This design comes from an exercise in tuning for small area and a short achievable clock period on the open sky130 flow, not from production work.
The RTL was checked by simulation tests, not by an equivalence proof against the original design.
Power figures rest on the tool's default switching activity, not on a simulated workload.

Design npu_top, start of the top module:
module npu_top(
    input  wire        CLKEXT,
    input  wire        RST_GLO,
    input  wire        EN_FSM,
    input  wire        EN_CONFIG,
    input  wire [7:0]  DA,
    input  wire [7:0]  DB,
    input  wire [7:0]  DC,
    input  wire [7:0]  DD,
    input  wire        RD_EN,
    input  wire        EN_PISO_DEB,
    input  wire        CLR_PISO_DEB,
    input  wire        SHIFT_DEB,
    input  wire        SEL_CON,
    output wire [7:0]  D_OUT,
    output wire        FULL,
    output wire        EMPTY
);
    wire RST = RST_GLO;
    reg [15:0] ssfr;
    always @(posedge CLKEXT)
        if (RST)            ssfr <= 16'h2280;
        else if (EN_CONFIG) ssfr <= {DA, DB};
    localparam IDLE = 3'd0, BIAS = 3'd1, ACC = 3'd2, LAST = 3'd3, WAIT = 3'd4;
    localparam O_IDLE = 3'd0, O_S1 = 3'd1, O_S2 = 3'd2, O_S3 = 3'd3, O_S4 = 3'd4, O_S5 = 3'd5;
    reg [15:0] counter;
    reg        ctr_out;
    reg [2:0]  state_acc, state_out;
    reg        out_done, acc_flag;
    reg        f_en_buf, f_clr_buf, f_en_mac, f_rst_mac, f_en_relu, f_clr_piso;
    reg        f_shift, f_en_piso, f_wr;
    always @(posedge CLKEXT) begin
        if (RST) begin
            counter <= {DB, DD};
            ctr_out <= 1'b0;
        end else begin
            ctr_out <= (counter == 16'd1);
            counter <= (counter == 16'd0) ? {DB, DD} : counter - 16'd1;
        end
    end
    always @(posedge CLKEXT) begin
        if (RST) begin
            f_shift <= 1'b0; f_en_piso <= 1'b0; f_wr <= 1'b0; out_done <= 1'b0;
            state_out <= O_IDLE;
        end else begin
            case (state_out)
  ...
For scale: ~1500 flip-flops, roughly 51 I/O pins, ~61000 sq um of cells after synthesis.
clock: 10.0 ns
lec_check: 0
cap_margin: 20
core_margin: 2
core_utilization: 65
cts_cluster_diameter: 60
cts_cluster_size: 30
slew_margin: 20
standard.sh (not shown) runs the stock make flow with config.mk's settings and CLKGATE_MAP_FILE= SYNTH_SCRIPT=/design/flow/synth_recipe.tcl, a recipe that flattens the netlist after the stock synthesis.
==> flow/flow/run.sh <==
#!/bin/bash
set -euo pipefail
bash standard.sh SETUP_SLACK_MARGIN=6.75 finish > standard_flow.log 2>&1
Then changed:
--- a/flow/design.v
+++ b/flow/design.v
@@ -449,38 +449,69 @@
         pd_n[0] = ({8{pd_load}} & deb_in[7:0]) | ({8{pd_shift | pd_hold}} & pd[0]);
         for (j = 1; j < 12; j = j + 1)
             pd_n[j] = ({8{pd_load}} & deb_in[8*j +: 8]) | ({8{pd_shift}} & pd[j-1])
                     | ({8{pd_hold}} & pd[j]);
     end
     wire [7:0] pd11_n = pd_n[11];
     always @(posedge CLKEXT)
         for (j = 0; j < 12; j = j + 1) pd[j] <= pd_n[j];
     reg [7:0] mem [0:127];
-    reg [6:0] wr_ptr, rp1;
+    reg [6:0] ra;                               
     reg       full_r, empty_r;
     reg [7:0] rdata, head;
     wire wr = f_wr & ~full_r;
     wire rd = RD_EN & ~empty_r;
-    wire one_left = (rp1 == wr_ptr);            
+    wire one_left = (ra == 7'd127);             
     wire [7:0] rdata_n = RST ? 8'd0 : (rd ? head : rdata);
+    reg [7:0] t1 [0:31];
+    reg [7:0] t2 [0:7];
+    reg [7:0] t3 [0:1];
+    integer k;
+    always @* begin
+        for (k = 0; k < 32; k = k + 1)
+            case (ra[1:0])
+                2'd0: t1[k] = mem[4*k];
+                2'd1: t1[k] = mem[4*k+1];
+                2'd2: t1[k] = mem[4*k+2];
+                default: t1[k] = mem[4*k+3];
+            endcase
+        for (k = 0; k < 8; k = k + 1)
+            case (ra[3:2])
+                2'd0: t2[k] = t1[4*k];
+                2'd1: t2[k] = t1[4*k+1];
+                2'd2: t2[k] = t1[4*k+2];
+                default: t2[k] = t1[4*k+3];
+            endcase
+        for (k = 0; k < 2; k = k + 1)
+            case (ra[5:4])
+                2'd0: t3[k] = t2[4*k];
+                2'd1: t3[k] = t2[4*k+1];
+                2'd2: t3[k] = t2[4*k+2];
+                default: t3[k] = t2[4*k+3];
+            endcase
+    end
+    wire [7:0] mem_ra = ra[6] ? t3[1] : t3[0];
     always @(posedge CLKEXT) begin
-        if (wr) mem[wr_ptr] <= po[3];
+        if (wr) begin
+            mem[0] <= po[3];
+            for (k = 1; k < 128; k = k + 1) mem[k] <= mem[k-1];
+        end
     end
     always @(posedge CLKEXT) begin
         rdata <= rdata_n;
-        if (rd) head <= (wr & one_left) ? po[3] : mem[rp1];
+        if (rd) head <= (wr & one_left) ? po[3] : mem_ra;
         else if (wr & empty_r) head <= po[3];
         if (RST) begin
-            wr_ptr <= 7'd0; rp1 <= 7'd1; full_r <= 1'b0; empty_r <= 1'b1;
+            ra <= 7'd126; full_r <= 1'b0; empty_r <= 1'b1;
         end else begin
-            if (wr) wr_ptr <= wr_ptr + 7'd1;
-            if (rd) rp1 <= rp1 + 7'd1;
-            full_r  <= (full_r & ~rd) | (wr & ~rd & (wr_ptr + 7'd2 == rp1));
+            if (wr & ~rd) ra <= ra + 7'd1;
+            else if (rd & ~wr) ra <= ra - 7'd1;
+            full_r  <= (full_r & ~rd) | (wr & ~rd & (ra == 7'd125));
             empty_r <= (empty_r & ~wr) | (rd & ~wr & one_left);
         end
     end
     wire [2:0] sel_n = RST ? 3'd1 : (EN_CONFIG ? DA[7:5] : ssfr[15:13]);
     reg  [7:0] dout_n;
     always @* begin
         case (sel_n)
             3'd0: dout_n = rdata_n;
             3'd1: dout_n = po3_n;
After rerunning: Fmax falls by a few percent; total power fell by a few percent; first-iteration DRC count went down by about a fifth; global-route usage drops by 4.7 points; worst setup slack gets worse by 0.089 ns; count of clock-buffer cells in the layout decreases by 1.

[afterwards: timing with drivers on the ports]
The flow's constraints put no driver on any port. The routed layouts listed below were extracted and timed again, unchanged, in two steps. Step 1 (the two cells are an assumption about what drives the block):
set clk [get_ports {CLKEXT}]
set_driving_cell -lib_cell sky130_fd_sc_hd__clkbuf_16 $clk
set_driving_cell -lib_cell sky130_fd_sc_hd__buf_2 [delete_from_list [all_inputs] $clk]
Step 2, shift: input delay + t, output delay - t, t = (earliest + latest rising clock arrival at the registers) / 2. This alone moves slack from input paths to output paths. Slacks: ideal / step 1 / step 2; pairs: ideal / step 1.
run	shift t [ns]	setup slack, ns	worst setup path after step 2	pins driven straight from the clock port
the first run	0.772	6.748 / 6.721 / 6.020	input to register	1
the second run	0.762	6.659 / 6.696 / 5.933	input to register	1
After both steps setup and hold are still met in every run listed. The setup slack of the first run, which loses most, moves by -0.027 ns with the drivers and by -0.728 ns with both steps.
